Source: an optimization exercise on an open RTL-to-GDS flow (aim: small area). Production flows keep margins and buffers that such runs may drop.
In this exercise RTL edits were held to simulation tests only and were not proved equivalent to the original.
No activity file was given, so power comes from the tool's default toggle rates.

**flow/design.v**
```verilog
module PWM_Generator (
	input clk,
	input rst,
	input [7:0] DUTY_CYCLE,
	input [15:0] ADC,
	input [9:0] PWM_PERIOD, DEAD_TIME,
	output reg PWM_UP, PWM_DOWN, Complete, ADC_Test
);
	reg [9:0] counter;
	reg [9:0] up_time_n;
	reg up_cin_n;
	reg lt;
	reg adc_gt;
	reg Fault;
	reg next_UP, next_DOWN;
	wire pp1 = ~(PWM_PERIOD[0] & DUTY_CYCLE[0]);
	wire pp2 = ~(PWM_PERIOD[0] & DUTY_CYCLE[1]);
	wire pp3 = ~(PWM_PERIOD[0] & DUTY_CYCLE[2]);
	wire pp4 = ~(PWM_PERIOD[0] & DUTY_CYCLE[3]);
	wire pp5 = ~(PWM_PERIOD[0] & DUTY_CYCLE[4]);
	wire pp6 = ~(PWM_PERIOD[0] & DUTY_CYCLE[5]);
	wire pp7 = ~(PWM_PERIOD[0] & DUTY_CYCLE[6]);
	wire pp8 = ~(PWM_PERIOD[0] & DUTY_CYCLE[7]);
	wire pp9 = ~(PWM_PERIOD[1] & DUTY_CYCLE[0]);
	wire pp10 = ~(PWM_PERIOD[1] & DUTY_CYCLE[1]);
	wire pp11 = ~(PWM_PERIOD[1] & DUTY_CYCLE[2]);
	wire pp12 = ~(PWM_PERIOD[1] & DUTY_CYCLE[3]);
	wire pp13 = ~(PWM_PERIOD[1] & DUTY_CYCLE[4]);
	wire pp14 = ~(PWM_PERIOD[1] & DUTY_CYCLE[5]);
	wire pp15 = ~(PWM_PERIOD[1] & DUTY_CYCLE[6]);
	wire pp16 = ~(PWM_PERIOD[1] & DUTY_CYCLE[7]);
	wire pp17 = ~(PWM_PERIOD[2] & DUTY_CYCLE[0]);
	wire pp18 = ~(PWM_PERIOD[2] & DUTY_CYCLE[1]);
	wire pp19 = ~(PWM_PERIOD[2] & DUTY_CYCLE[2]);
	wire pp20 = ~(PWM_PERIOD[2] & DUTY_CYCLE[3]);
	wire pp21 = ~(PWM_PERIOD[2] & DUTY_CYCLE[4]);
	wire pp22 = ~(PWM_PERIOD[2] & DUTY_CYCLE[5]);
	wire pp23 = ~(PWM_PERIOD[2] & DUTY_CYCLE[6]);
	wire pp24 = ~(PWM_PERIOD[2] & DUTY_CYCLE[7]);
	wire pp25 = ~(PWM_PERIOD[3] & DUTY_CYCLE[0]);
	wire pp26 = ~(PWM_PERIOD[3] & DUTY_CYCLE[1]);
	wire pp27 = ~(PWM_PERIOD[3] & DUTY_CYCLE[2]);
	wire pp28 = ~(PWM_PERIOD[3] & DUTY_CYCLE[3]);
	wire pp29 = ~(PWM_PERIOD[3] & DUTY_CYCLE[4]);
	wire pp30 = ~(PWM_PERIOD[3] & DUTY_CYCLE[5]);
	wire pp31 = ~(PWM_PERIOD[3] & DUTY_CYCLE[6]);
	wire pp32 = ~(PWM_PERIOD[3] & DUTY_CYCLE[7]);
	wire pp33 = ~(PWM_PERIOD[4] & DUTY_CYCLE[0]);
	wire pp34 = ~(PWM_PERIOD[4] & DUTY_CYCLE[1]);
	wire pp35 = ~(PWM_PERIOD[4] & DUTY_CYCLE[2]);
	wire pp36 = ~(PWM_PERIOD[4] & DUTY_CYCLE[3]);
	wire pp37 = ~(PWM_PERIOD[4] & DUTY_CYCLE[4]);
	wire pp38 = ~(PWM_PERIOD[4] & DUTY_CYCLE[5]);
	wire pp39 = ~(PWM_PERIOD[4] & DUTY_CYCLE[6]);
	wire pp40 = ~(PWM_PERIOD[4] & DUTY_CYCLE[7]);
	wire pp41 = ~(PWM_PERIOD[5] & DUTY_CYCLE[0]);
	wire pp42 = ~(PWM_PERIOD[5] & DUTY_CYCLE[1]);
	wire pp43 = ~(PWM_PERIOD[5] & DUTY_CYCLE[2]);
	wire pp44 = ~(PWM_PERIOD[5] & DUTY_CYCLE[3]);
	wire pp45 = ~(PWM_PERIOD[5] & DUTY_CYCLE[4]);
	wire pp46 = ~(PWM_PERIOD[5] & DUTY_CYCLE[5]);
	wire pp47 = ~(PWM_PERIOD[5] & DUTY_CYCLE[6]);
	wire pp48 = ~(PWM_PERIOD[5] & DUTY_CYCLE[7]);
	wire pp49 = ~(PWM_PERIOD[6] & DUTY_CYCLE[0]);
	wire pp50 = ~(PWM_PERIOD[6] & DUTY_CYCLE[1]);
	wire pp51 = ~(PWM_PERIOD[6] & DUTY_CYCLE[2]);
	wire pp52 = ~(PWM_PERIOD[6] & DUTY_CYCLE[3]);
	wire pp53 = ~(PWM_PERIOD[6] & DUTY_CYCLE[4]);
	wire pp54 = ~(PWM_PERIOD[6] & DUTY_CYCLE[5]);
	wire pp55 = ~(PWM_PERIOD[6] & DUTY_CYCLE[6]);
	wire pp56 = ~(PWM_PERIOD[6] & DUTY_CYCLE[7]);
	wire pp57 = ~(PWM_PERIOD[7] & DUTY_CYCLE[0]);
	wire pp58 = ~(PWM_PERIOD[7] & DUTY_CYCLE[1]);
	wire pp59 = ~(PWM_PERIOD[7] & DUTY_CYCLE[2]);
	wire pp60 = ~(PWM_PERIOD[7] & DUTY_CYCLE[3]);
	wire pp61 = ~(PWM_PERIOD[7] & DUTY_CYCLE[4]);
	wire pp62 = ~(PWM_PERIOD[7] & DUTY_CYCLE[5]);
	wire pp63 = ~(PWM_PERIOD[7] & DUTY_CYCLE[6]);
	wire pp64 = ~(PWM_PERIOD[7] & DUTY_CYCLE[7]);
	wire pp65 = ~(PWM_PERIOD[8] & DUTY_CYCLE[0]);
	wire pp66 = ~(PWM_PERIOD[8] & DUTY_CYCLE[1]);
	wire pp67 = ~(PWM_PERIOD[8] & DUTY_CYCLE[2]);
	wire pp68 = ~(PWM_PERIOD[8] & DUTY_CYCLE[3]);
	wire pp69 = ~(PWM_PERIOD[8] & DUTY_CYCLE[4]);
	wire pp70 = ~(PWM_PERIOD[8] & DUTY_CYCLE[5]);
	wire pp71 = ~(PWM_PERIOD[8] & DUTY_CYCLE[6]);
	wire pp72 = ~(PWM_PERIOD[8] & DUTY_CYCLE[7]);
	wire pp73 = ~(PWM_PERIOD[9] & DUTY_CYCLE[0]);
	wire pp74 = ~(PWM_PERIOD[9] & DUTY_CYCLE[1]);
	wire pp75 = ~(PWM_PERIOD[9] & DUTY_CYCLE[2]);
	wire pp76 = ~(PWM_PERIOD[9] & DUTY_CYCLE[3]);
	wire pp77 = ~(PWM_PERIOD[9] & DUTY_CYCLE[4]);
	wire pp78 = ~(PWM_PERIOD[9] & DUTY_CYCLE[5]);
	wire pp79 = ~(PWM_PERIOD[9] & DUTY_CYCLE[6]);
	wire pp80 = ~(PWM_PERIOD[9] & DUTY_CYCLE[7]);
	wire s81, c82;
	pwm_fa u_s81(.a(pp7), .b(pp14), .c(1'b1), .s(s81), .co(c82));
	wire s83, c84;
	pwm_fa u_s83(.a(pp8), .b(pp15), .c(pp22), .s(s83), .co(c84));
	wire s85, c86;
	pwm_fa u_s85(.a(pp29), .b(pp36), .c(1'b1), .s(s85), .co(c86));
	wire s87, c88;
	pwm_fa u_s87(.a(pp16), .b(pp23), .c(pp30), .s(s87), .co(c88));
	wire s89, c90;
	pwm_fa u_s89(.a(pp37), .b(pp44), .c(pp51), .s(s89), .co(c90));
	wire s91, c92;
	pwm_fa u_s91(.a(pp24), .b(pp31), .c(pp38), .s(s91), .co(c92));
	wire s93, c94;
	pwm_fa u_s93(.a(pp45), .b(pp52), .c(pp59), .s(s93), .co(c94));
	wire s95, c96;
	pwm_fa u_s95(.a(pp32), .b(pp39), .c(pp46), .s(s95), .co(c96));
	wire s97, c98;
	pwm_fa u_s97(.a(pp53), .b(pp60), .c(1'b1), .s(s97), .co(c98));
	wire s99, c100;
	pwm_fa u_s99(.a(pp40), .b(pp47), .c(pp54), .s(s99), .co(c100));
	wire s101, c102;
	pwm_fa u_s101(.a(pp5), .b(pp12), .c(1'b1), .s(s101), .co(c102));
	wire s103, c104;
	pwm_fa u_s103(.a(pp6), .b(pp13), .c(pp20), .s(s103), .co(c104));
	wire s105, c106;
	pwm_fa u_s105(.a(pp27), .b(pp34), .c(1'b1), .s(s105), .co(c106));
	wire s107, c108;
	pwm_fa u_s107(.a(pp21), .b(pp28), .c(pp35), .s(s107), .co(c108));
	wire s109, c110;
	pwm_fa u_s109(.a(pp42), .b(pp49), .c(s81), .s(s109), .co(c110));
	wire s111, c112;
	pwm_fa u_s111(.a(pp43), .b(pp50), .c(pp57), .s(s111), .co(c112));
	wire s113, c114;
	pwm_fa u_s113(.a(c82), .b(s83), .c(s85), .s(s113), .co(c114));
	wire s115, c116;
	pwm_fa u_s115(.a(pp58), .b(pp65), .c(c84), .s(s115), .co(c116));
	wire s117, c118;
	pwm_fa u_s117(.a(c86), .b(s87), .c(s89), .s(s117), .co(c118));
	wire s119, c120;
	pwm_fa u_s119(.a(pp66), .b(pp73), .c(c88), .s(s119), .co(c120));
	wire s121, c122;
	pwm_fa u_s121(.a(c90), .b(s91), .c(s93), .s(s121), .co(c122));
	wire s123, c124;
	pwm_fa u_s123(.a(pp67), .b(pp74), .c(c92), .s(s123), .co(c124));
	wire s125, c126;
	pwm_fa u_s125(.a(c94), .b(s95), .c(s97), .s(s125), .co(c126));
	wire s127, c128;
	pwm_fa u_s127(.a(pp61), .b(pp68), .c(pp75), .s(s127), .co(c128));
	wire s129, c130;
	pwm_fa u_s129(.a(c96), .b(c98), .c(s99), .s(s129), .co(c130));
	wire s131, c132;
	pwm_fa u_s131(.a(pp48), .b(pp55), .c(pp62), .s(s131), .co(c132));
	wire s133, c134;
	pwm_fa u_s133(.a(pp69), .b(pp76), .c(c100), .s(s133), .co(c134));
	wire s135, c136;
	pwm_fa u_s135(.a(pp56), .b(pp63), .c(pp70), .s(s135), .co(c136));
	wire s137, c138;
	pwm_fa u_s137(.a(pp4), .b(pp11), .c(1'b1), .s(s137), .co(c138));
	wire s139, c140;
	pwm_fa u_s139(.a(pp19), .b(pp26), .c(pp33), .s(s139), .co(c140));
	wire s141, c142;
	pwm_fa u_s141(.a(pp41), .b(c102), .c(s103), .s(s141), .co(c142));
	wire s143, c144;
	pwm_fa u_s143(.a(c104), .b(c106), .c(s107), .s(s143), .co(c144));
	wire s145, c146;
	pwm_fa u_s145(.a(c108), .b(s111), .c(c110), .s(s145), .co(c146));
	wire s147, c148;
	pwm_fa u_s147(.a(c112), .b(s115), .c(c114), .s(s147), .co(c148));
	wire s149, c150;
	pwm_fa u_s149(.a(c116), .b(s119), .c(c118), .s(s149), .co(c150));
	wire s151, c152;
	pwm_fa u_s151(.a(c120), .b(s123), .c(c122), .s(s151), .co(c152));
	wire s153, c154;
	pwm_fa u_s153(.a(s127), .b(c124), .c(c126), .s(s153), .co(c154));
	wire s155, c156;
	pwm_fa u_s155(.a(c128), .b(s131), .c(s133), .s(s155), .co(c156));
	wire s157, c158;
	pwm_fa u_s157(.a(pp77), .b(c132), .c(s135), .s(s157), .co(c158));
	wire s159, c160;
	pwm_fa u_s159(.a(pp64), .b(pp71), .c(pp78), .s(s159), .co(c160));
	wire s161, c162;
	pwm_fa u_s161(.a(pp3), .b(pp10), .c(1'b1), .s(s161), .co(c162));
	wire s163, c164;
	pwm_fa u_s163(.a(pp18), .b(pp25), .c(s137), .s(s163), .co(c164));
	wire s165, c166;
	pwm_fa u_s165(.a(c138), .b(s139), .c(s101), .s(s165), .co(c166));
	wire s167, c168;
	pwm_fa u_s167(.a(c140), .b(s105), .c(s141), .s(s167), .co(c168));
	wire s169, c170;
	pwm_fa u_s169(.a(c142), .b(s143), .c(s109), .s(s169), .co(c170));
	wire s171, c172;
	pwm_fa u_s171(.a(c144), .b(s113), .c(s145), .s(s171), .co(c172));
	wire s173, c174;
	pwm_fa u_s173(.a(s117), .b(c146), .c(s147), .s(s173), .co(c174));
	wire s175, c176;
	pwm_fa u_s175(.a(s121), .b(c148), .c(s149), .s(s175), .co(c176));
	wire s177, c178;
	pwm_fa u_s177(.a(s125), .b(c150), .c(s151), .s(s177), .co(c178));
	wire s179, c180;
	pwm_fa u_s179(.a(s129), .b(c152), .c(s153), .s(s179), .co(c180));
	wire s181, c182;
	pwm_fa u_s181(.a(c130), .b(s155), .c(c154), .s(s181), .co(c182));
	wire s183, c184;
	pwm_fa u_s183(.a(c134), .b(s157), .c(c156), .s(s183), .co(c184));
	wire s185, c186;
	pwm_fa u_s185(.a(c136), .b(s159), .c(c158), .s(s185), .co(c186));
	wire s187, c188;
	pwm_fa u_s187(.a(pp72), .b(pp79), .c(c160), .s(s187), .co(c188));
	wire g189 = ~pp2 & ~pp9;
	wire m190;
	pwm_maj u_m190(.a(pp17), .b(~g189), .c(s161), .y(m190));
	wire m191;
	pwm_maj u_m191(.a(c162), .b(m190), .c(s163), .y(m191));
	wire m192;
	pwm_maj u_m192(.a(c164), .b(s165), .c(m191), .y(m192));
	wire m193;
	pwm_maj u_m193(.a(c166), .b(s167), .c(m192), .y(m193));
	wire m194;
	pwm_maj u_m194(.a(c168), .b(s169), .c(m193), .y(m194));
	wire m195;
	pwm_maj u_m195(.a(c170), .b(s171), .c(m194), .y(m195));
	wire s196, c197;
	pwm_fa u_s196(.a(c172), .b(s173), .c(1'b1), .s(s196), .co(c197));
	wire s198, c199;
	pwm_fa u_s198(.a(c174), .b(s175), .c(c197), .s(s198), .co(c199));
	wire s200, c201;
	pwm_fa u_s200(.a(c176), .b(s177), .c(c199), .s(s200), .co(c201));
	wire s202, c203;
	pwm_fa u_s202(.a(c178), .b(s179), .c(c201), .s(s202), .co(c203));
	wire s204, c205;
	pwm_fa u_s204(.a(c180), .b(s181), .c(c203), .s(s204), .co(c205));
	wire s206, c207;
	pwm_fa u_s206(.a(s183), .b(c182), .c(c205), .s(s206), .co(c207));
	wire s208, c209;
	pwm_fa u_s208(.a(s185), .b(c184), .c(c207), .s(s208), .co(c209));
	wire s210, c211;
	pwm_fa u_s210(.a(s187), .b(c186), .c(c209), .s(s210), .co(c211));
	wire s212, c213;
	pwm_fa u_s212(.a(pp80), .b(c188), .c(c211), .s(s212), .co(c213));
	wire hs214 = counter[1] ^ counter[0];
	wire hc215 = counter[1] & counter[0];
	wire hs216 = counter[2] ^ hc215;
	wire hc217 = counter[2] & hc215;
	wire hs218 = counter[3] ^ hc217;
	wire hc219 = counter[3] & hc217;
	wire hs220 = counter[4] ^ hc219;
	wire hc221 = counter[4] & hc219;
	wire hs222 = counter[5] ^ hc221;
	wire hc223 = counter[5] & hc221;
	wire hs224 = counter[6] ^ hc223;
	wire hc225 = counter[6] & hc223;
	wire hs226 = counter[7] ^ hc225;
	wire hc227 = counter[7] & hc225;
	wire hs228 = counter[8] ^ hc227;
	wire hc229 = counter[8] & hc227;
	wire hs230 = counter[9] ^ hc229;
	wire hc231 = counter[9] & hc229;
	wire g232 = ~counter[0] | ~PWM_PERIOD[0];
	wire m233;
	pwm_maj u_m233(.a(~PWM_PERIOD[1]), .b(g232), .c(hs214), .y(m233));
	wire m234;
	pwm_maj u_m234(.a(~PWM_PERIOD[2]), .b(hs216), .c(m233), .y(m234));
	wire m235;
	pwm_maj u_m235(.a(~PWM_PERIOD[3]), .b(hs218), .c(m234), .y(m235));
	wire m236;
	pwm_maj u_m236(.a(~PWM_PERIOD[4]), .b(hs220), .c(m235), .y(m236));
	wire m237;
	pwm_maj u_m237(.a(~PWM_PERIOD[5]), .b(hs222), .c(m236), .y(m237));
	wire m238;
	pwm_maj u_m238(.a(~PWM_PERIOD[6]), .b(hs224), .c(m237), .y(m238));
	wire m239;
	pwm_maj u_m239(.a(~PWM_PERIOD[7]), .b(hs226), .c(m238), .y(m239));
	wire m240;
	pwm_maj u_m240(.a(~PWM_PERIOD[8]), .b(hs228), .c(m239), .y(m240));
	wire m241;
	pwm_maj u_m241(.a(~PWM_PERIOD[9]), .b(hs230), .c(m240), .y(m241));
	wire g242 = hc231 | m241;
	wire hs243 = ~counter[0] ^ DEAD_TIME[1];
	wire hc244 = ~counter[0] & DEAD_TIME[1];
	wire s245, c246;
	pwm_fa u_s245(.a(DEAD_TIME[2]), .b(hc244), .c(hs214), .s(s245), .co(c246));
	wire s247, c248;
	pwm_fa u_s247(.a(DEAD_TIME[3]), .b(hs216), .c(c246), .s(s247), .co(c248));
	wire s249, c250;
	pwm_fa u_s249(.a(DEAD_TIME[4]), .b(hs218), .c(c248), .s(s249), .co(c250));
	wire s251, c252;
	pwm_fa u_s251(.a(DEAD_TIME[5]), .b(hs220), .c(c250), .s(s251), .co(c252));
	wire s253, c254;
	pwm_fa u_s253(.a(DEAD_TIME[6]), .b(hs222), .c(c252), .s(s253), .co(c254));
	wire s255, c256;
	pwm_fa u_s255(.a(DEAD_TIME[7]), .b(hs224), .c(c254), .s(s255), .co(c256));
	wire s257, c258;
	pwm_fa u_s257(.a(DEAD_TIME[8]), .b(hs226), .c(c256), .s(s257), .co(c258));
	wire s259, c260;
	pwm_fa u_s259(.a(DEAD_TIME[9]), .b(hs228), .c(c258), .s(s259), .co(c260));
	wire hs261 = hs230 ^ c260;
	wire hc262 = hs230 & c260;
	wire hs263 = hc231 ^ hc262;
	wire hc264 = hc231 & hc262;
	wire m265;
	pwm_maj u_m265(.a(up_time_n[0]), .b(up_cin_n), .c(hs243), .y(m265));
	wire m266;
	pwm_maj u_m266(.a(up_time_n[1]), .b(m265), .c(s245), .y(m266));
	wire m267;
	pwm_maj u_m267(.a(up_time_n[2]), .b(s247), .c(m266), .y(m267));
	wire m268;
	pwm_maj u_m268(.a(up_time_n[3]), .b(m267), .c(s249), .y(m268));
	wire m269;
	pwm_maj u_m269(.a(up_time_n[4]), .b(m268), .c(s251), .y(m269));
	wire m270;
	pwm_maj u_m270(.a(up_time_n[5]), .b(m269), .c(s253), .y(m270));
	wire m271;
	pwm_maj u_m271(.a(up_time_n[6]), .b(m270), .c(s255), .y(m271));
	wire m272;
	pwm_maj u_m272(.a(up_time_n[7]), .b(m271), .c(s257), .y(m272));
	wire m273;
	pwm_maj u_m273(.a(up_time_n[8]), .b(m272), .c(s259), .y(m273));
	wire m274;
	pwm_maj u_m274(.a(up_time_n[9]), .b(hs261), .c(m273), .y(m274));
	wire g275 = hs263 | m274;
	wire g276 = hc264 | g275;
	wire m277;
	pwm_maj u_m277(.a(DEAD_TIME[1]), .b(up_time_n[0]), .c(up_cin_n), .y(m277));
	wire m278;
	pwm_maj u_m278(.a(DEAD_TIME[2]), .b(up_time_n[1]), .c(m277), .y(m278));
	wire m279;
	pwm_maj u_m279(.a(DEAD_TIME[3]), .b(up_time_n[2]), .c(m278), .y(m279));
	wire m280;
	pwm_maj u_m280(.a(DEAD_TIME[4]), .b(up_time_n[3]), .c(m279), .y(m280));
	wire m281;
	pwm_maj u_m281(.a(DEAD_TIME[5]), .b(up_time_n[4]), .c(m280), .y(m281));
	wire m282;
	pwm_maj u_m282(.a(DEAD_TIME[6]), .b(up_time_n[5]), .c(m281), .y(m282));
	wire m283;
	pwm_maj u_m283(.a(DEAD_TIME[7]), .b(up_time_n[6]), .c(m282), .y(m283));
	wire m284;
	pwm_maj u_m284(.a(DEAD_TIME[8]), .b(up_time_n[7]), .c(m283), .y(m284));
	wire m285;
	pwm_maj u_m285(.a(DEAD_TIME[9]), .b(up_time_n[8]), .c(m284), .y(m285));
	wire g286 = up_time_n[9] & m285;
	wire s287, c288;
	pwm_fa u_s287(.a(counter[0]), .b(~DEAD_TIME[1]), .c(1'b1), .s(s287), .co(c288));
	wire s289, c290;
	pwm_fa u_s289(.a(counter[1]), .b(~DEAD_TIME[2]), .c(c288), .s(s289), .co(c290));
	wire s291, c292;
	pwm_fa u_s291(.a(counter[2]), .b(~DEAD_TIME[3]), .c(c290), .s(s291), .co(c292));
	wire s293, c294;
	pwm_fa u_s293(.a(counter[3]), .b(~DEAD_TIME[4]), .c(c292), .s(s293), .co(c294));
	wire s295, c296;
	pwm_fa u_s295(.a(counter[4]), .b(~DEAD_TIME[5]), .c(c294), .s(s295), .co(c296));
	wire s297, c298;
	pwm_fa u_s297(.a(counter[5]), .b(~DEAD_TIME[6]), .c(c296), .s(s297), .co(c298));
	wire s299, c300;
	pwm_fa u_s299(.a(counter[6]), .b(~DEAD_TIME[7]), .c(c298), .s(s299), .co(c300));
	wire s301, c302;
	pwm_fa u_s301(.a(counter[7]), .b(~DEAD_TIME[8]), .c(c300), .s(s301), .co(c302));
	wire s303, c304;
	pwm_fa u_s303(.a(counter[8]), .b(~DEAD_TIME[9]), .c(c302), .s(s303), .co(c304));
	wire s305, c306;
	pwm_fa u_s305(.a(counter[9]), .b(c304), .c(1'b1), .s(s305), .co(c306));
	wire m307;
	pwm_maj u_m307(.a(up_time_n[0]), .b(up_cin_n), .c(s287), .y(m307));
	wire m308;
	pwm_maj u_m308(.a(up_time_n[1]), .b(s289), .c(m307), .y(m308));
	wire m309;
	pwm_maj u_m309(.a(up_time_n[2]), .b(m308), .c(s291), .y(m309));
	wire m310;
	pwm_maj u_m310(.a(up_time_n[3]), .b(m309), .c(s293), .y(m310));
	wire m311;
	pwm_maj u_m311(.a(up_time_n[4]), .b(m310), .c(s295), .y(m311));
	wire m312;
	pwm_maj u_m312(.a(up_time_n[5]), .b(m311), .c(s297), .y(m312));
	wire m313;
	pwm_maj u_m313(.a(up_time_n[6]), .b(m312), .c(s299), .y(m313));
	wire m314;
	pwm_maj u_m314(.a(up_time_n[7]), .b(m313), .c(s301), .y(m314));
	wire m315;
	pwm_maj u_m315(.a(up_time_n[8]), .b(m314), .c(s303), .y(m315));
	wire m316;
	pwm_maj u_m316(.a(up_time_n[9]), .b(m315), .c(s305), .y(m316));
	wire g317 = PWM_PERIOD[0] | ~hs243;
	wire m318;
	pwm_maj u_m318(.a(~PWM_PERIOD[1]), .b(~g317), .c(s245), .y(m318));
	wire m319;
	pwm_maj u_m319(.a(~PWM_PERIOD[2]), .b(s247), .c(m318), .y(m319));
	wire m320;
	pwm_maj u_m320(.a(~PWM_PERIOD[3]), .b(m319), .c(s249), .y(m320));
	wire m321;
	pwm_maj u_m321(.a(~PWM_PERIOD[4]), .b(m320), .c(s251), .y(m321));
	wire m322;
	pwm_maj u_m322(.a(~PWM_PERIOD[5]), .b(m321), .c(s253), .y(m322));
	wire m323;
	pwm_maj u_m323(.a(~PWM_PERIOD[6]), .b(m322), .c(s255), .y(m323));
	wire m324;
	pwm_maj u_m324(.a(~PWM_PERIOD[7]), .b(m323), .c(s257), .y(m324));
	wire m325;
	pwm_maj u_m325(.a(~PWM_PERIOD[8]), .b(m324), .c(s259), .y(m325));
	wire m326;
	pwm_maj u_m326(.a(~PWM_PERIOD[9]), .b(hs261), .c(m325), .y(m326));
	wire g327 = ~hs263 & ~m326;
	wire g328 = ~hc264 & g327;
	wire g329 = PWM_PERIOD[0] | ~DEAD_TIME[1];
	wire m330;
	pwm_maj u_m330(.a(PWM_PERIOD[1]), .b(~DEAD_TIME[2]), .c(g329), .y(m330));
	wire m331;
	pwm_maj u_m331(.a(PWM_PERIOD[2]), .b(~DEAD_TIME[3]), .c(m330), .y(m331));
	wire m332;
	pwm_maj u_m332(.a(PWM_PERIOD[3]), .b(~DEAD_TIME[4]), .c(m331), .y(m332));
	wire m333;
	pwm_maj u_m333(.a(PWM_PERIOD[4]), .b(~DEAD_TIME[5]), .c(m332), .y(m333));
	wire m334;
	pwm_maj u_m334(.a(PWM_PERIOD[5]), .b(~DEAD_TIME[6]), .c(m333), .y(m334));
	wire m335;
	pwm_maj u_m335(.a(PWM_PERIOD[6]), .b(~DEAD_TIME[7]), .c(m334), .y(m335));
	wire m336;
	pwm_maj u_m336(.a(PWM_PERIOD[7]), .b(~DEAD_TIME[8]), .c(m335), .y(m336));
	wire m337;
	pwm_maj u_m337(.a(PWM_PERIOD[8]), .b(~DEAD_TIME[9]), .c(m336), .y(m337));
	wire g338 = PWM_PERIOD[9] | m337;
	wire g339 = g328 | ~g338;
	wire [9:0] cinc = {hs230, hs228, hs226, hs224, hs222, hs220, hs218, hs216, hs214, ~counter[0]};
	wire [9:0] prod_n = {c213, s212, s210, s208, s206, s204, s202, s200, s198, s196};
	wire wrap = (|PWM_PERIOD) & ~(~g242);
	wire ge_h = c306;
	wire cinc_c = hc231;
	always @(posedge clk) begin
		if (rst) begin
			counter <= 10'd0;
			up_time_n <= 10'h3ff;
			up_cin_n <= 1'b1;
			lt <= 1'b0;
			adc_gt <= 1'b0;
			Fault <= 1'b0;
			next_UP <= 1'b0;
			next_DOWN <= 1'b0;
			PWM_UP <= 1'b0;
			PWM_DOWN <= 1'b0;
			Complete <= 1'b0;
			ADC_Test <= 1'b0;
		end else begin
			counter <= wrap ? 10'd0 : cinc;
			if (wrap) begin
				up_time_n <= prod_n;
				up_cin_n <= m195;
				adc_gt <= ADC > 16'd10;
			end
			lt <= (wrap | cinc_c) ? (~g286) : (~g276);
			next_UP <= lt & ge_h;
			next_DOWN <= ge_h & ~(~m316) & (g339);
			if (!Fault) begin
				Complete <= wrap;
				ADC_Test <= adc_gt;
			end
			PWM_UP <= next_UP & ~Fault;
			PWM_DOWN <= next_DOWN & ~Fault;
			Fault <= Fault | (next_UP & next_DOWN);
		end
	end
endmodule
module pwm_fa(input a, input b, input c, output s, output co);
	assign s = a ^ b ^ c;
	assign co = (a & b) | (a & c) | (b & c);
endmodule
module pwm_maj(input a, input b, input c, output y);
	assign y = (a & b) | (a & c) | (b & c);
endmodule
```
**flow/flow/run.sh**
```bash
#!/bin/bash
set -e
ARGS=(BUFFER_PORTS_ARGS="-buffer_cell sky130_fd_sc_hd__buf_1" RECOVER_POWER=100
      REMOVE_ABC_BUFFERS=1 SKIP_REPAIR_TIE_FANOUT=1
      CTS_ARGS="-sink_clustering_enable -repair_clock_nets -dont_use_dummy_load -buf_list {sky130_fd_sc_hd__clkbuf_2 sky130_fd_sc_hd__clkbuf_4}")
bash standard.sh synth > standard_synth.log 2>&1
DOWNSIZE_MAX_FANOUT=4 DOWNSIZE_ODB=orfs/results/sky130hd/PWM_Generator/base/1_synth.odb \
  openroad -no_init -exit flow/downsize.tcl > downsize.log 2>&1
bash standard.sh "${ARGS[@]}" finish > standard.log 2>&1
```
**flow/flow/downsize.tcl**
```tcl
# Resize every combinational cell with at most DOWNSIZE_MAX_FANOUT loads of the synthesized netlist to the smallest drive strength
# of its own cell family (same function and pins). Flip-flops keep their cell type. The
# later repair steps of the standard flow size up again whatever timing needs.
set odb $::env(DOWNSIZE_ODB)
read_db $odb
set db [ord::get_db]
set block [[$db getChip] getBlock]
set n 0
foreach inst [$block getInsts] {
  set m [$inst getMaster]
  set name [$m getName]
  if {![regexp {^(sky130_fd_sc_hd__)([a-z0-9]+)_([0-9]+)$} $name -> pre fam drive]} { continue }
  if {[string match "df*" $fam] || [string match "*buf*" $fam] || $fam eq "conb"} { continue }
  # keep the synthesized size of cells driving many loads
  set fanout 0
  foreach it [$inst getITerms] {
    if {[$it isOutputSignal]} {
      set net [$it getNet]
      if {$net ne "NULL"} { set fanout [expr {$fanout + [llength [$net getITerms]] - 1}] }
    }
  }
  if {$fanout > $::env(DOWNSIZE_MAX_FANOUT)} { continue }
  set best ""
  set best_area 1e9
  foreach d {0 1 2 4} {
    set cand [$db findMaster "${pre}${fam}_$d"]
    if {$cand eq "NULL"} { continue }
    set a [expr {[$cand getWidth] * [$cand getHeight]}]
    if {$a < $best_area} { set best $cand; set best_area $a }
  }
  if {$best ne "" && [$best getName] ne $name} {
    set cur_area [expr {[$m getWidth] * [$m getHeight]}]
    if {$best_area < $cur_area} {
      $inst swapMaster $best
      incr n
    }
  }
}
puts "downsized $n instances"
write_db $odb
```
**flow/standard.sh**
```bash
#!/bin/bash
# synth_recipe.tcl (not shown) runs the flow's synth.tcl, then flattens the netlist and writes it again
# the make line also repeats each setting of config.mk as NAME=value (left out here)
make -C /OpenROAD-flow-scripts/flow DESIGN_CONFIG=/design/flow/config.mk WORK_HOME=/design/flow/orfs CLKGATE_MAP_FILE= SYNTH_SCRIPT=/design/flow/synth_recipe.tcl "${@:-finish}"
```
**flow/config.mk**
```make
export PLATFORM = sky130hd
export DESIGN_NAME = PWM_Generator
export DESIGN_NICKNAME = PWM_Generator
export VERILOG_FILES = /design/flow/design.v
export SDC_FILE = /design/flow/constraint.sdc
export NUM_CORES = 4
export LEC_CHECK = 0
export CAP_MARGIN = 20
export CORE_MARGIN = 2
export CORE_UTILIZATION = 40
export GPL_TIMING_DRIVEN = 0
export SLEW_MARGIN = 20
export SYNTH_HIERARCHICAL = 1
export SYNTH_MINIMUM_KEEP_SIZE = 0
```
**flow/constraint.sdc**
```tcl
create_clock -name core_clock -period 7.0 [get_ports {clk}]
set_input_delay 1.4000 -clock core_clock [delete_from_list [all_inputs] [get_ports {clk}]]
set_output_delay 1.4000 -clock core_clock [all_outputs]
set_load 0.01 [all_outputs]
```
==> results by group, run 1 <==
Critical path
  • Reg-to-reg slack, setup: 1.76 ns
  • Required time of the critical path: 7.26 ns
  • Worst setup path class: primary input to flop
  • Crit path launch type: primary input
  • Data arrival, critical path: 7.06 ns
  • Crit-path max FO: 11
  • CP Capture Type: flop

Logic synthesis
  • Synth warnings: 7
  • Cell Area, Synth: around 0.0040 mm^2
  • Mean Syn Cell Area: 10.4 um^2
  • Syn Inst Count: 387

Global routing
  • Global-route wire length before repair: 14,600 um
  • GRT Residual Overflow: 0
  • Initial antenna violation count: 0
  • Vias in the first global route: 2,965
  • Largest net degree at the start of global routing: 44
  • GRT Util Overall: between 15 and 20%

Final layout
  • Utilization after layout: 44.3%
  • Area Growth Syn to Fin: 7.34%
  • FILL cells: ~1,000
  • Final net count: 558
  • Antenna diode count: 0
  • Share of post-route cells with drive strength above 1: 6.49%

Power and ir drop
  • PD cells: 150 mW/mm^2
  • Pint: 0.393 mW
  • P_sw: approximately 0.26 mW
  • P_leak: between 1.5 and 2 nW
  • Pwr Total: 0.649 mW
  • Worst vdd ir: 0.101 mV
  • Logic pwr share: 59.6%
  • Clock power share: 13.5%
  • Switching share of total power: approximately two fifths
  • Sequential share of power: 26.9%

CTS
  • H-tree depth: 2
  • CTS Buf Count: 5
  • Deepest clock path buffer count: 2
  • Clk pin slew, worst setup/hold paths: roughly 0.1 ns
  • Post-CTS Setup Inserts: 0
  • CTS tree: yes
  • CTS Sinks: 30
  • CTS Root Cell: clkbuf_4
  • Cts hold-fix bufs: 0
  • Clock Latency Late Sink: between 0.3 and 0.4 ns

Route
  • WL final: between 8000 and 9000 um
  • Initial drt markers: 83
  • Post-route ant nets: 0
  • WL/cell: approximately 15 um
  • DR vias: 2,774
  • # DRC: 0
  • Vias per inst: a little over 5
  • TritonRoute pass-1 iters: 4

Timing
  • Setup WS post-layout: 0.199 ns
  • Fin. max-slew vios: 0
  • Tmin final: 6.80 ns
  • Clk_skew: 0.0249 ns
  • Fmax: 0.147 GHz
  • Slew margin rel.: 14.5%
  • Final Cycle Share: 97.2%
  • Final setup viols: 0
  • RSZ-0062 raised after global routing: no
  • Worst Max-Slew Pin Slew: 1.28 ns
  • Number of hold violations in the final report: 0

Placement
  • Post-DP HPWL: just under 7000 um
  • Pre-CTS setup slack: -0.849 ns
  • Gpl congestion: 0.853
  • Port Buffer Count: between 40 and 50

Die
  • Core area: 0.00977 mm^2
  • Die area: 0.0109 mm^2
  • Row Count: 36
  • I/O pins: 50
  • Die Wd: ~100 um
  • Initial Util: roughly 41%
  • Die H: 104 um

Status
  • Status: timing/DRC/antenna clean

Job
  • Max-cap viol count: 0

Worst hold path
  • Hold Path Class: flop to flop
[area by class of cell]
| type | count | area (um^2) | share of cell area, % |
|---|---|---|---|
| tap | 133 | 166 | 3.84 |
| inverter | 21 | 78.8 | 1.82 |
| multi-input combinational | 311 | 3210 | 74.1 |
| timing repair buffer | 49 | 240 | 5.54 |
| clock buffer | 5 | 37.5 | 0.866 |
| sequential | 30 | 601 | 13.9 |
[registers in the layout, indices dropped and copies added (netlist names)]
| name | count |
|---|---|
| counter | 10 |
| up_time_n | 10 |
| ADC_Test | 1 |
| Complete | 1 |
| Fault | 1 |
| PWM_DOWN | 1 |
| PWM_UP | 1 |
| adc_gt | 1 |
| lt | 1 |
| next_DOWN | 1 |
| next_UP | 1 |
| up_cin_n | 1 |
[stage by stage]
stage	hold slack [ns]	setup TNS, ns	std cells	cell area [um^2]
6_report	0.468	0	549	4330
4_1_cts	0.474	0	549	4340
3_5_place_dp	0.453	-2.16	544	4250
3_3_place_gp	0.449	-2.36	543	4220
5_1_grt	0.494	0	549	4330
2_1_floorplan	0.430	-0.206	362	3870
[cell usage in the layout, fill, tap and decap left out, drive strengths merged]
cell / count
nor4: 6
a311o: 1
and2: 2
conb: 1
maj3: 61
fa: 82
o32ai: 1
dfxtp: 30
clkbuf: 7
mux2: 1
nand2: 79
and4b: 1
nor2b: 2
nor2: 27
nor4b: 1
nor3b: 9
a21oi: 3
a41oi: 2
o21ai: 1
ha: 12
nor3: 1
nand2b: 1
nand4: 1
o2bb2ai: 1
inv: 21
mux2i: 12
and3b: 1
buf: 47
o2111a: 1
a31oi: 1
[metal layers]
metal	part of all wire [%]	global-route usage, %
met5	0	0
met2	50	27.9
met4	0.37	2.41
met3	4.5	2.88
met1	45	23.3
[timing repair]
action	CTS	global route
gates resized for setup	24	6
setup endpoints to repair	3	2
pin swaps	0	1
[power by group through the flow]
stage	clock [mW]	combinational [mW]	sequential, mW
CTS	0.0948	0.393	0.175
detailed placement	0	0.382	0.179
floorplan	0	0.286	0.178
global route	0.103	0.451	0.175
global placement	0	0.371	0.179
finish	0.0879	0.387	0.175
[worst paths after layout]
path | start | to | cells past startpoint
worst max-delay path | PWM_PERIOD[4] | up_time_n[8] | 17
worst min-delay path | lt | next_UP | 1
worst max register to register | counter[0] | next_DOWN | 13
worst min register to register | lt | next_UP | 1
[worst max-delay path, stage by stage]
cell     delay, ns
buf_4         0.19
nand2_1       0.11
fa_1          0.50
fa_2          0.36
fa_1          0.50
fa_1          0.44
fa_2          0.37
fa_2          0.34
fa_2          0.34
fa_2          0.35
fa_2          0.34
fa_1          0.38
fa_1          0.39
fa_1          0.39
fa_1          0.48
nor2_1        0.04
mux2i_1       0.14
==> run 2: changes to the inputs <==
--- a/flow/design.v
+++ b/flow/design.v
@@ -11,4 +11,5 @@
 	reg up_cin_n;
 	reg lt;
+	reg uz;           
 	reg adc_gt;
 	reg Fault;
@@ -422,6 +423,5 @@
 		if (rst) begin
 			counter <= 10'd0;
-			up_time_n <= 10'h3ff;
-			up_cin_n <= 1'b1;
+			uz <= 1'b1;
 			lt <= 1'b0;
 			adc_gt <= 1'b0;
@@ -436,11 +436,10 @@
 			counter <= wrap ? 10'd0 : cinc;
 			if (wrap) begin
-				up_time_n <= prod_n;
-				up_cin_n <= m195;
+				uz <= 1'b0;
 				adc_gt <= ADC > 16'd10;
 			end
-			lt <= (wrap | cinc_c) ? (~g286) : (~g276);
+			lt <= ~uz & ((wrap | cinc_c) ? (~g286) : (~g276));
 			next_UP <= lt & ge_h;
-			next_DOWN <= ge_h & ~(~m316) & (g339);
+			next_DOWN <= ge_h & ~(~uz & (~m316)) & (g339);
 			if (!Fault) begin
 				Complete <= wrap;
@@ -452,4 +451,9 @@
 		end
 	end
+	always @(posedge clk)
+		if (wrap) begin
+			up_time_n <= prod_n;
+			up_cin_n <= m195;
+		end
 endmodule
 module pwm_fa(input a, input b, input c, output s, output co);
==> results by group, run 2 <==
Logic synthesis
  • Mean Syn Cell Area: 11.0 um^2
  • Syn Inst Count: between 300 and 400
  • Cell Area, Synth: about 0.0040 mm^2
  • Synth warnings: 7

Critical path
  • Crit path launch type: primary input
  • Crit-path max FO: 11
  • Data arrival, critical path: 6.91 ns
  • Worst reg2reg path endpoint: up_time_n[2]
  • Reg-to-reg slack, setup: 1.71 ns
  • R2r startpoint: counter[0]
  • Worst setup path class: primary input to flop
  • Reg2reg path depth: 12
  • Required time of the critical path: 7.08 ns
  • CP Capture Type: flop

Die
  • I/O pins: 50
  • Initial Util: 40.8%
  • Die H: 103 um
  • Row Count: 36
  • Core area: slightly below 0.01 mm^2
  • Die Wd: 103 um
  • Die area: 0.0107 mm^2

CTS
  • Clk pin slew, worst setup/hold paths: 0.10 ns
  • CTS Buf Count: 5
  • CTS tree: yes
  • CTS Sinks: 31
  • Deepest clock path buffer count: 2
  • H-tree depth: 2
  • Clock Latency Late Sink: 0.32 ns
  • Cts hold-fix bufs: 0
  • CTS Root Cell: clkbuf_4

Timing
  • Worst hold margin: between 0.4 and 0.5 ns
  • Final Cycle Share: 97.7%
  • Clk_skew: 0.0209 ns
  • Worst Max-Slew Pin Slew: between 2 and 2.5 ns
  • Slew margin rel.: -59.4%
  • RSZ-0062 raised after global routing: no
  • Final setup viols: 0
  • Fin. max-slew vios: 24
  • Fmax: 0.146 GHz
  • Number of hold violations in the final report: 0
  • Tmin final: 6.84 ns

Route
  • Post-route ant nets: 0
  • Vias per inst: 5.06
  • WL/cell: about 16 um
  • Initial drt markers: 55
  • DR vias: 2,649
  • # DRC: 0
  • TritonRoute pass-1 iters: 4
  • WL final: 8280 um

Job
  • Max-cap viol count: 1

Placement
  • Port Buffer Count: 48
  • Post-DP HPWL: 6630 um
  • Gpl congestion: ~0.77

Final layout
  • FILL cells: 945
  • Share of post-route cells with drive strength above 1: 6.65%
  • Biggest regs: counter: 10 flops, up_time_n: 10 flops
  • Combined area of the multi-input logic cells: 0.00304 mm^2
  • Most frequent cells in the layout: nand2_1, fa_1, maj3_1, buf_1, inv_1
  • Area occupied by registers: approximately 730 um^2
  • Antenna diode count: 0
  • Final net count: 533
  • Area Growth Syn to Fin: 9.41%
  • Most common cell after layout, fill and taps aside: nand2_1

Power and ir drop
  • P_leak: around 1.6 nW
  • PD cells: 158 mW/mm^2
  • Worst vdd ir: 0.0657 mV
  • Pwr Total: slightly below 0.7 mW

Worst hold path
  • Hold path depth: 2
  • Hold Path Class: flop to flop
  • Hold path start: Complete
  • WHS Endpoint: Complete

Global routing
  • GRT Util Overall: 16.9%
  • Initial antenna violation count: 0
  • Largest net degree at the start of global routing: 24
  • GRT Residual Overflow: 0
  • Vias in the first global route: 2,828
  • Global-route wire length before repair: 13,900 um

Status
  • Layout Check Fails: capacitance limit, slew limit
  • Status: complete, but fails checks
## run 2: cell count changes in the layout (fill, tap and decap cells not counted), sizes merged, moves of 2 or more
cell,delta
clkbuf,+2
nor2,-21
mux2i,-11
edfxtp,+11
inv,+5
buf,-3
dfxtp,-10
## run 2: layout make-up
class	instances	area share (%)
Clock buffer	5	0.869
Multi-Input combinational cell	281	70.4
Inverter	26	2.26
Sequential cell	31	16.9
Tap cell	133	3.85
Timing Repair Buffer	48	5.76
## run 2: per-layer routing
metal | routed length, um | track usage (%)
met3 | 192 | 2.28
met1 | 3610 | 21.8
met4 | 39 | 2.53
met5 | 0 | 0
met2 | 4440 | 30.8
## run 2: where the power goes
| group | internal [mW] | switching [mW] | leakage [nW] | total (mW) |
|---|---|---|---|---|
| Combinational | 0.181 | 0.192 | 1.29 | 0.373 |
| Clock | 0.0336 | 0.0560 | 0.0230 | 0.0896 |
| Sequential | 0.218 | 0.00221 | 0.261 | 0.220 |
| Total | 0.432 | 0.250 | 1.57 | 0.682 |
## run 2: how the worst max path moves through the flow
stage	startpoint	endpoint
after floorplan	DUTY_CYCLE[7]	up_time_n[8]
after global routing	PWM_PERIOD[0]	up_time_n[8]
after global placement	PWM_PERIOD[4]	up_time_n[8]
final	PWM_PERIOD[0]	up_time_n[8]
after detailed placement	PWM_PERIOD[4]	up_time_n[8]
after CTS	PWM_PERIOD[0]	up_time_n[8]
## run 2: timing repair
item                                    4_1_cts  5_1_grt
endpoints found under the hold margin         0        0
endpoints found under the setup margin        3        2
gates resized for setup                      22       16
pin swaps                                     0        2
setup buffers                                 0        0
## run 2: worst max-delay path, cell delays in order
cell     delay [ns]
buf_6          0.13
nand2_1        0.09
fa_2           0.40
fa_1           0.53
fa_1           0.44
fa_1           0.50
fa_2           0.38
fa_2           0.34
fa_2           0.34
fa_1           0.38
fa_1           0.39
fa_1           0.39
fa_1           0.38
fa_1           0.38
fa_1           0.43
## run 2: metrics by stage
stage               setup WS (ns)  std cells  utilization [%]  setup TNS (ns)  area, um^2
floorplan                 -0.0496        338                -         -0.0496        3850
global placement           -0.740        519             43.3           -1.77        4190
detailed placement         -0.814        519             43.5           -2.02        4210
CTS                        0.0141        524             44.3               0        4290
global route               0.0304        524             44.6               0        4320
finish                      0.161        524             44.6               0        4320
==> run 3: changes to the inputs <==
--- a/flow/config.mk
+++ b/flow/config.mk
@@ -6,9 +6,9 @@
 export NUM_CORES = 4
 export LEC_CHECK = 0
-export CAP_MARGIN = 20
+export CAP_MARGIN = 50
 export CORE_MARGIN = 2
 export CORE_UTILIZATION = 40
 export GPL_TIMING_DRIVEN = 0
-export SLEW_MARGIN = 20
+export SLEW_MARGIN = 50
 export SYNTH_HIERARCHICAL = 1
 export SYNTH_MINIMUM_KEEP_SIZE = 0
==> results by group, run 3 <==
Critical path
  • Required time of the critical path: 7.08 ns
  • Reg-to-reg slack, setup: ~1.7 ns
  • Worst setup path class: primary input to flop
  • R2r startpoint: counter[0]
  • Crit path launch type: primary input
  • Crit-path max FO: 10
  • Setup crit end: up_time_n[8]
  • Worst reg2reg path endpoint: up_time_n[2]
  • CP Capture Type: flop
  • Crit path from: DUTY_CYCLE[4]
  • Reg2reg path depth: 13
  • Data arrival, critical path: just under 7 ns

Timing
  • Number of hold violations in the final report: 0
  • Fin. max-slew vios: 0
  • Slew margin rel.: roughly a quarter
  • Final setup viols: 0
  • Worst Max-Slew Pin Slew: 1.12 ns
  • Fmax: 0.147 GHz
  • Clk_skew: 0.0218 ns
  • Setup WS post-layout: 0.188 ns
  • RSZ-0062 raised after global routing: no
  • Final Cycle Share: between 90% and 100%
  • Tmin final: 6.81 ns

Die
  • Die area: roughly 0.011 mm^2
  • Initial Util: approximately two fifths
  • Die H: 103 um
  • Core area: between 0.009 and 0.01 mm^2
  • I/O pins: 50
  • Row Count: 36
  • Die Wd: ~100 um

Final layout
  • Most frequent cells in the layout: nand2_1, fa_1, maj3_1, buf_1, inv_1
  • Utilization after layout: 44.7%
  • Non-Filler Instances: about 530
  • Share of post-route cells with drive strength above 1: under 10%
  • Biggest regs: counter: 10 flops, up_time_n: 10 flops
  • Antenna diode count: 0
  • Most common cell after layout, fill and taps aside: nand2_1
  • Final net count: between 500 and 600
  • Area Growth Syn to Fin: 9.57%
  • Area occupied by registers: 731 um^2
  • Combined area of the multi-input logic cells: 0.00306 mm^2
  • FILL cells: 941

Power and ir drop
  • Switching share of total power: 36.8%
  • PD cells: 158 mW/mm^2
  • Logic pwr share: 54.6%
  • Worst vdd ir: about 0.066 mV
  • Sequential share of power: 32.1%
  • P_leak: 1.57 nW
  • P_sw: roughly 0.25 mW
  • Pint: 0.432 mW
  • Clock power share: a little over an eighth

Placement
  • Placed Instances: 520
  • Port Buffer Count: 48
  • Pre-CTS setup slack: -0.827 ns
  • Post-DP HPWL: 6720 um
  • Gpl congestion: 0.773

CTS
  • Clock Latency Late Sink: 0.33 ns
  • CTS Sinks: 31
  • CTS Buf Count: 5
  • H-tree depth: 2
  • Clk pin slew, worst setup/hold paths: 0.10 ns
  • CTS Root Cell: clkbuf_4
  • CTS tree: yes
  • Deepest clock path buffer count: 2

Logic synthesis
  • Cell Area, Synth: 0.00395 mm^2
  • Synth warnings: 7
  • Syn Inst Count: about 360
  • Mean Syn Cell Area: 11.0 um^2

Route
  • WL/cell: 15.8 um
  • TritonRoute pass-1 iters: 4
  • Vias per inst: 5.10
  • # DRC: 0
  • Initial drt markers: 90
  • Post-route ant nets: 0
  • DR vias: 2,675
  • WL final: 8310 um

Worst hold path
  • Hold Path Class: flop to flop

Global routing
  • GRT Util Overall: roughly 17%
  • GRT Residual Overflow: 0
  • Vias in the first global route: 2,885
  • Largest net degree at the start of global routing: 23
  • Initial antenna violation count: 0
  • Global-route wire length before repair: 14,000 um

Job
  • Max-cap viol count: 0

Status
  • Status: timing/DRC/antenna clean
==> run 3: cell type report <==
| class | instances | share of cell area (%) |
|---|---|---|
| Inverter | 26 | 2.25 |
| Timing Repair Buffer | 49 | 5.55 |
| Tap cell | 133 | 3.85 |
| Multi-Input combinational cell | 281 | 70.6 |
| Clock buffer | 5 | 0.867 |
| Sequential cell | 31 | 16.9 |
==> run 3: worst min-delay path by stage <==
| stage | from | endpoint | slack (ns) | depth (start not counted) |
|---|---|---|---|---|
| after floorplan | next_DOWN | PWM_DOWN | 0.43 | 1 |
| after global placement | next_DOWN | PWM_DOWN | 0.44 | 1 |
| after detailed placement | next_UP | PWM_UP | 0.45 | 1 |
| after CTS | Complete | Complete | 0.47 | 2 |
| after global routing | Complete | Complete | 0.49 | 2 |
| final | Complete | Complete | 0.47 | 2 |
==> run 3: metal layers <==
metal / global-route usage [%] / wire, um
met2: 31.1 / 4440
met4: 3.04 / 34
met5: 0 / 0
met3: 2.22 / 373
met1: 22.5 / 3470
==> run 3: what timing repair did <==
action                     4_1_cts  5_1_grt
resized for setup               26        7
hold buffers                     0        0
setup endpoints to repair        3        2
buffers inserted                 0        0
pin swaps                        0        2
==> run 3: power by group through the flow <==
| stage | logic [mW] | registers [mW] | clock network (mW) |
|---|---|---|---|
| global placement | 0.360 | 0.224 | 0 |
| floorplan | 0.269 | 0.223 | 0 |
| detailed placement | 0.372 | 0.224 | 0 |
| CTS | 0.379 | 0.220 | 0.0977 |
| global route | 0.437 | 0.220 | 0.104 |
| finish | 0.373 | 0.220 | 0.0905 |
==> run 3: metrics by stage <==
| stage | TNS (ns) | total power, mW | instance area (um^2) | hold WS (ns) |
|---|---|---|---|---|
| floorplan | -0.0496 | 0.492 | 3850 | 0.430 |
| global placement | -1.77 | 0.584 | 4190 | 0.443 |
| detailed placement | -2.07 | 0.596 | 4240 | 0.452 |
| CTS | 0 | 0.697 | 4330 | 0.471 |
| global route | 0 | 0.761 | 4330 | 0.489 |
| finish | 0 | 0.684 | 4330 | 0.469 |
==> run 3: worst max-delay path: stages <==
cell	delay, ns
buf_4	0.16
nand2_1	0.10
fa_1	0.51
fa_1	0.40
fa_1	0.52
fa_1	0.45
fa_2	0.38
fa_2	0.34
fa_2	0.34
fa_1	0.38
fa_1	0.39
fa_1	0.39
fa_2	0.34
fa_1	0.38
fa_1	0.43
==> run 4: changes to the inputs <==
==> flow/flow/run.sh (replaced) <==
#!/bin/bash
set -e
ARGS=(BUFFER_PORTS_ARGS="-buffer_cell sky130_fd_sc_hd__buf_1" RECOVER_POWER=100
      REMOVE_ABC_BUFFERS=1 SKIP_REPAIR_TIE_FANOUT=1
      CTS_ARGS="-sink_clustering_enable -repair_clock_nets -dont_use_dummy_load -buf_list {sky130_fd_sc_hd__clkbuf_2 sky130_fd_sc_hd__clkbuf_4}")
bash standard.sh synth > standard_synth.log 2>&1
DOWNSIZE_MAX_FANOUT=9 DOWNSIZE_ODB=orfs/results/sky130hd/PWM_Generator/base/1_synth.odb \
  openroad -no_init -exit flow/downsize.tcl > downsize.log 2>&1
bash standard.sh "${ARGS[@]}" finish > standard.log 2>&1
==> results by group, run 4 <==
Worst hold path
  • Hold Path Class: flop to flop
  • WHS Endpoint: Complete
  • Hold path depth: 2
  • Hold path start: Complete

Placement
  • Placed Instances: 520
  • Gpl congestion: ~0.77
  • Post-DP HPWL: 6720 um
  • Pre-CTS setup slack: -0.827 ns
  • Port Buffer Count: 48

Die
  • Row Count: 36
  • Die H: 103 um
  • Die area: between 0.01 and 0.015 mm^2
  • Core area: 0.00968 mm^2
  • Initial Util: 40.8%
  • I/O pins: 50
  • Die Wd: 103 um

Power and ir drop
  • Sequential share of power: around a third
  • P_leak: approximately 1.6 nW
  • PD cells: roughly 160 mW/mm^2
  • Clock power share: a little over an eighth
  • Pint: 0.432 mW
  • Switching share of total power: between 30% and 40%
  • P_sw: 0.252 mW
  • Logic pwr share: a little over half
  • Worst vdd ir: 0.0662 mV

Critical path
  • CP Capture Type: flop
  • R2r startpoint: counter[0]
  • Reg-to-reg slack, setup: 1.66 ns
  • Data arrival, critical path: between 6 and 7 ns
  • Crit-path slowest cell: fa_1
  • Worst reg2reg path endpoint: up_time_n[2]
  • Worst setup path class: primary input to flop
  • Required time of the critical path: 7.08 ns
  • Crit path launch type: primary input
  • Crit-path cells: buf_4 -> nand2_1 -> fa_1 -> fa_1 -> fa_1 -> fa_1 -> fa_2 -> fa_2 -> fa_2 -> fa_1 -> fa_1 -> fa_1 -> fa_2 -> fa_1 -> fa_1
  • Most frequent CP cell: fa_1
  • Crit-path max FO: 10
  • Worst Path Buf+Inv: 1
  • Reg2reg path depth: 13
  • CP delay by family, top: adder cells
  • Max incr delay on CP: about 0.52 ns

CTS
  • H-tree depth: 2
  • Cts hold-fix bufs: 0
  • CTS Buf Count: 5
  • Deepest clock path buffer count: 2
  • Clock Latency Late Sink: 0.33 ns
  • CTS Sinks: 31
  • Clk pin slew, worst setup/hold paths: 0.10 ns
  • CTS tree: yes
  • CTS Root Cell: clkbuf_4

Route
  • Vias per inst: between 5 and 6
  • Post-route ant nets: 0
  • # DRC: 0
  • Initial drt markers: 90
  • WL/cell: 15.8 um
  • TritonRoute pass-1 iters: 4
  • WL final: between 8000 and 9000 um
  • DR vias: 2,675

Global routing
  • GRT Residual Overflow: 0
  • Initial antenna violation count: 0
  • Vias in the first global route: 2,885
  • Largest net degree at the start of global routing: 23
  • Global-route wire length before repair: 14,000 um
  • GRT Util Overall: between 10% and 20%

Logic synthesis
  • Syn Inst Count: 359
  • Synth warnings: 7
  • Mean Syn Cell Area: roughly 11 um^2
  • Cell Area, Synth: 0.00395 mm^2

Final layout
  • Most frequent cells in the layout: nand2_1, fa_1, maj3_1, buf_1, inv_1
  • Non-Filler Instances: approximately 530
  • Share of post-route cells with drive strength above 1: 6.63%
  • Most common cell after layout, fill and taps aside: nand2_1
  • Final net count: 534
  • Area Growth Syn to Fin: 9.57%
  • Antenna diode count: 0
  • Biggest regs: counter: 10 flops, up_time_n: 10 flops

Timing
  • Slew margin rel.: 24.7%
  • Final Cycle Share: 97.3%
  • Fmax: ~0.15 GHz
  • RSZ-0062 raised after global routing: no
  • Tmin final: 6.81 ns
  • Number of hold violations in the final report: 0
  • Fin. max-slew vios: 0
  • Worst Max-Slew Pin Slew: 1.12 ns
  • Clk_skew: 0.0218 ns
  • Final setup viols: 0
  • Setup WS post-layout: 0.188 ns

Status
  • Status: timing/DRC/antenna clean

Job
  • Max-cap viol count: 0
-- run 4: worst max path at each step --
stage	to	start	cells past startpoint
CTS	up_time_n[8]	DUTY_CYCLE[7]	15
detailed placement	up_time_n[8]	PWM_PERIOD[4]	15
floorplan	up_time_n[8]	DUTY_CYCLE[7]	14
global placement	up_time_n[8]	PWM_PERIOD[4]	15
finish	up_time_n[8]	DUTY_CYCLE[4]	15
global route	up_time_n[8]	DUTY_CYCLE[7]	15
-- run 4: per-layer routing --
layer,vias up,wire length [um],global-route usage (%)
li1,1241,-,-
met2,66,4440,31.1
met1,1364,3470,22.5
met5,-,0,0
met4,0,34,3.04
met3,4,373,2.22
-- run 4: layout make-up --
class / count / area [um^2]
fill: 941 / 5360
inverter: 26 / 97.6
tap: 133 / 166
sequential: 31 / 731
multi-input combinational: 281 / 3060
timing repair buffer: 49 / 240
clock buffer: 5 / 37.5
-- run 4: power by group through the flow --
stage	registers [mW]	clock network, mW	logic [mW]
floorplan	0.223	0	0.269
global placement	0.224	0	0.360
detailed placement	0.224	0	0.372
CTS	0.220	0.0977	0.379
global route	0.220	0.104	0.437
finish	0.220	0.0905	0.373
-- run 4: per-stage QoR --
step | hold WS (ns) | utilization, % | area (um^2) | total power [mW] | TNS [ns]
floorplan | 0.430 | - | 3850 | 0.492 | -0.0496
global placement | 0.443 | 43.3 | 4190 | 0.584 | -1.77
detailed placement | 0.452 | 43.8 | 4240 | 0.596 | -2.07
CTS | 0.471 | 44.7 | 4330 | 0.697 | 0
global route | 0.489 | 44.7 | 4330 | 0.761 | 0
finish | 0.469 | 44.7 | 4330 | 0.684 | 0
-- run 4: worst reg2reg max path: stages (launching register included) --
cell and delay, ns:
dfxtp_1 0.45, ha_1 0.31, maj3_1 0.38, maj3_1 0.37
maj3_1 0.36, maj3_1 0.37, maj3_1 0.39, maj3_1 0.38
maj3_1 0.38, maj3_1 0.38, maj3_1 0.38, nor2_1 0.20
a31oi_1 0.24, clkbuf_1 0.42
-- run 4: timing repair --
action                                  in CTS  in global routing
pin swaps                                    0                  2
endpoints found under the setup margin       3                  2
setup buffers                                0                  0
gates resized for setup                     26                  7
==> run 5: changes to the inputs <==
==> flow/flow/run.sh (replaced) <==
#!/bin/bash
set -e
ARGS=(BUFFER_PORTS_ARGS="-buffer_cell sky130_fd_sc_hd__buf_1" RECOVER_POWER=100
      REMOVE_ABC_BUFFERS=1 SKIP_REPAIR_TIE_FANOUT=1
      CTS_ARGS="-sink_clustering_enable -repair_clock_nets -dont_use_dummy_load -buf_list {sky130_fd_sc_hd__clkbuf_2 sky130_fd_sc_hd__clkbuf_4}")
bash standard.sh synth > standard_synth.log 2>&1
DOWNSIZE_MAX_FANOUT=4 DOWNSIZE_ODB=orfs/results/sky130hd/PWM_Generator/base/1_synth.odb \
  openroad -no_init -exit flow/downsize.tcl > downsize.log 2>&1
bash standard.sh "${ARGS[@]}" finish > standard.log 2>&1
--- a/flow/flow/downsize.tcl
+++ b/flow/flow/downsize.tcl
@@ -1,3 +1,4 @@
-# Resize every combinational cell with at most DOWNSIZE_MAX_FANOUT loads of the synthesized netlist to the smallest drive strength
+# Resize every combinational cell with at most DOWNSIZE_MAX_FANOUT loads to the smallest drive
+# strength of its family; one with 8 or more loads to drive strength 4 (when the family has it) of the synthesized netlist to the smallest drive strength
 # of its own cell family (same function and pins). Flip-flops keep their cell type. The
 # later repair steps of the standard flow size up again whatever timing needs.
@@ -20,5 +21,12 @@
     }
   }
-  if {$fanout > $::env(DOWNSIZE_MAX_FANOUT)} { continue }
+  if {$fanout > $::env(DOWNSIZE_MAX_FANOUT)} {
+    # a cell driving many loads gets at least drive strength 4 when its family has it
+    if {$fanout >= 8 && $drive < 4} {
+      set cand [$db findMaster "${pre}${fam}_4"]
+      if {$cand ne "NULL"} { $inst swapMaster $cand; incr n }
+    }
+    continue
+  }
   set best ""
   set best_area 1e9
--- a/flow/config.mk
+++ b/flow/config.mk
@@ -6,9 +6,9 @@
 export NUM_CORES = 4
 export LEC_CHECK = 0
-export CAP_MARGIN = 50
+export CAP_MARGIN = 20
 export CORE_MARGIN = 2
 export CORE_UTILIZATION = 40
 export GPL_TIMING_DRIVEN = 0
-export SLEW_MARGIN = 50
+export SLEW_MARGIN = 20
 export SYNTH_HIERARCHICAL = 1
 export SYNTH_MINIMUM_KEEP_SIZE = 0
==> results by group, run 5 <==
Global routing
  • GRT Util Overall: about 17%
  • Largest net degree at the start of global routing: 24
  • Global-route wire length before repair: 13,900 um
  • Vias in the first global route: 2,828
  • GRT Residual Overflow: 0
  • Initial antenna violation count: 0

Timing
  • Number of hold violations in the final report: 0
  • Tmin final: 6.84 ns
  • Slew margin rel.: -59.4%
  • Fmax: ~0.15 GHz
  • RSZ-0062 raised after global routing: no
  • Worst Max-Slew Pin Slew: 2.38 ns
  • Clk_skew: 0.0209 ns
  • Fin. max-slew vios: 24
  • Setup WS post-layout: ~0.16 ns
  • Final Cycle Share: 97.7%
  • Final setup viols: 0
  • Final TNS setup: 0 ns

Placement
  • Post-DP HPWL: 6630 um
  • Pre-CTS setup slack: -0.814 ns
  • Gpl congestion: 0.773
  • Port Buffer Count: 48

CTS
  • CTS tree: yes
  • Deepest clock path buffer count: 2
  • CTS Buf Count: 5
  • Clock Latency Late Sink: about 0.32 ns
  • CTS Root Cell: clkbuf_4
  • Cts hold-fix bufs: 0
  • CTS Sinks: 31
  • H-tree depth: 2
  • Clk pin slew, worst setup/hold paths: roughly 0.10 ns

Route
  • WL/cell: 15.8 um
  • TritonRoute pass-1 iters: 4
  • # DRC: 0
  • DR vias: 2,649
  • Initial drt markers: 55
  • Post-route ant nets: 0
  • WL final: 8280 um
  • Vias per inst: a little over 5

Final layout
  • FILL cells: 945
  • Most common cell after layout, fill and taps aside: nand2_1
  • Most frequent cells in the layout: nand2_1, fa_1, maj3_1, buf_1, inv_1
  • Final net count: 533
  • Area Growth Syn to Fin: 9.41%
  • Share of post-route cells with drive strength above 1: 6.65%
  • Antenna diode count: 0
  • Utilization after layout: 44.6%
  • Biggest regs: counter: 10 flops, up_time_n: 10 flops

Die
  • Initial Util: 40.8%
  • Die Wd: between 100 and 150 um
  • Row Count: 36
  • Core area: around 0.0097 mm^2
  • Die H: 103 um
  • Die area: 0.0107 mm^2
  • I/O pins: 50

Logic synthesis
  • Syn Inst Count: 359
  • Synth warnings: 7
  • Cell Area, Synth: 0.00395 mm^2
  • Mean Syn Cell Area: approximately 11 um^2

Worst hold path
  • Hold Path Class: flop to flop

Job
  • Max-cap viol count: 1

Critical path
  • Reg-to-reg slack, setup: 1.71 ns
  • Crit path launch type: primary input
  • Data arrival, critical path: 6.91 ns
  • Worst setup path class: primary input to flop
  • Required time of the critical path: 7.08 ns
  • Crit-path max FO: 11
  • CP Capture Type: flop

Status
  • Layout Check Fails: capacitance limit, slew limit
  • Status: complete, but fails checks

Power and ir drop
  • Pwr Total: 0.682 mW
  • Worst vdd ir: 0.0657 mV
  • PD cells: 158 mW/mm^2
  • P_leak: 1.57 nW
==> run 5: layer usage <==
metal / vias to the layer above / global-route usage (%) / share of wire [%]
li1: 1237 / - / -
met1: 1364 / 21.8 / 44
met2: 44 / 30.8 / 54
met3: 4 / 2.28 / 2.3
met4: 0 / 2.53 / 0.47
met5: - / 0 / 0
==> run 5: path summary, 6_finish.rpt <==
path	from	to	depth (start not counted)
hold reg to reg	Complete	Complete	2
hold / removal	Complete	Complete	2
setup / recovery	PWM_PERIOD[0]	up_time_n[8]	15
setup reg to reg	counter[0]	up_time_n[2]	12
==> run 5: area by class of cell <==
| class | instances | area [um^2] | share of cell area, % |
|---|---|---|---|
| well taps | 133 | 166 | 3.85 |
| clock buffers | 5 | 37.5 | 0.869 |
| multi-input cells | 281 | 3040 | 70.4 |
| repair buffers | 48 | 249 | 5.76 |
| inverters | 26 | 97.6 | 2.26 |
| flip-flops and latches | 31 | 731 | 16.9 |
==> run 5: where the power goes <==
group	internal (mW)	switching [mW]	total (mW)
Clock	0.0336	0.0560	0.0896
Sequential	0.218	0.00221	0.220
Combinational	0.181	0.192	0.373
==> run 5: metrics by stage <==
stage,cell area [um^2],std cells,hold WS [ns]
after CTS,4290,524,0.471
after global routing,4320,524,0.489
after global placement,4190,519,0.443
final,4320,524,0.468
after detailed placement,4210,519,0.452
after floorplan,3850,338,0.430
==> run 5: worst max-delay path: stages <==
cell,delay [ns]
buf_6,0.13
nand2_1,0.09
fa_2,0.40
fa_1,0.53
fa_1,0.44
fa_1,0.50
fa_2,0.38
fa_2,0.34
fa_2,0.34
fa_1,0.38
fa_1,0.39
fa_1,0.39
fa_1,0.38
fa_1,0.38
fa_1,0.43
==> run 5: what timing repair did <==
| item | 4_1_cts | 5_1_grt |
|---|---|---|
| endpoints found under the setup margin | 3 | 2 |
| cloned | 0 | 0 |
| buffers inserted | 0 | 0 |
| pin swaps | 0 | 2 |
| resized for setup | 22 | 16 |

[port drivers added, routing unchanged]
How much do the figures lean on ideal ports? The routed layouts below were timed once more, with nothing changed but the port constraints.
Step 1 (the two cells are an assumption about what drives the block):
set clk [get_ports {clk}]
set_driving_cell -lib_cell sky130_fd_sc_hd__clkbuf_16 $clk
set_driving_cell -lib_cell sky130_fd_sc_hd__buf_2 [delete_from_list [all_inputs] $clk]
Step 2 adds t to the input delays and takes it off the output delays; t is the mean of the earliest and latest rising clock arrival at the registers after step 1. Input paths then give back, and output paths get back, about the clock's delay inside the block.
Three values: ideal ports, drivers, drivers and shift; two values: the first two.
run	t, ns	setup WS [ns]	worst setup path after step 2	latest minus earliest clock arrival (ns)
run 1	0.336	0.199 / 0.196 / -0.140	input to register	0.025 / 0.025
run 2	0.335	0.161 / 0.141 / -0.193	input to register	0.021 / 0.021
run 3	0.347	0.188 / 0.191 / -0.156	input to register	0.022 / 0.022
run 4	0.347	0.188 / 0.191 / -0.156	input to register	0.022 / 0.022
run 5	0.335	0.161 / 0.141 / -0.193	input to register	0.021 / 0.021
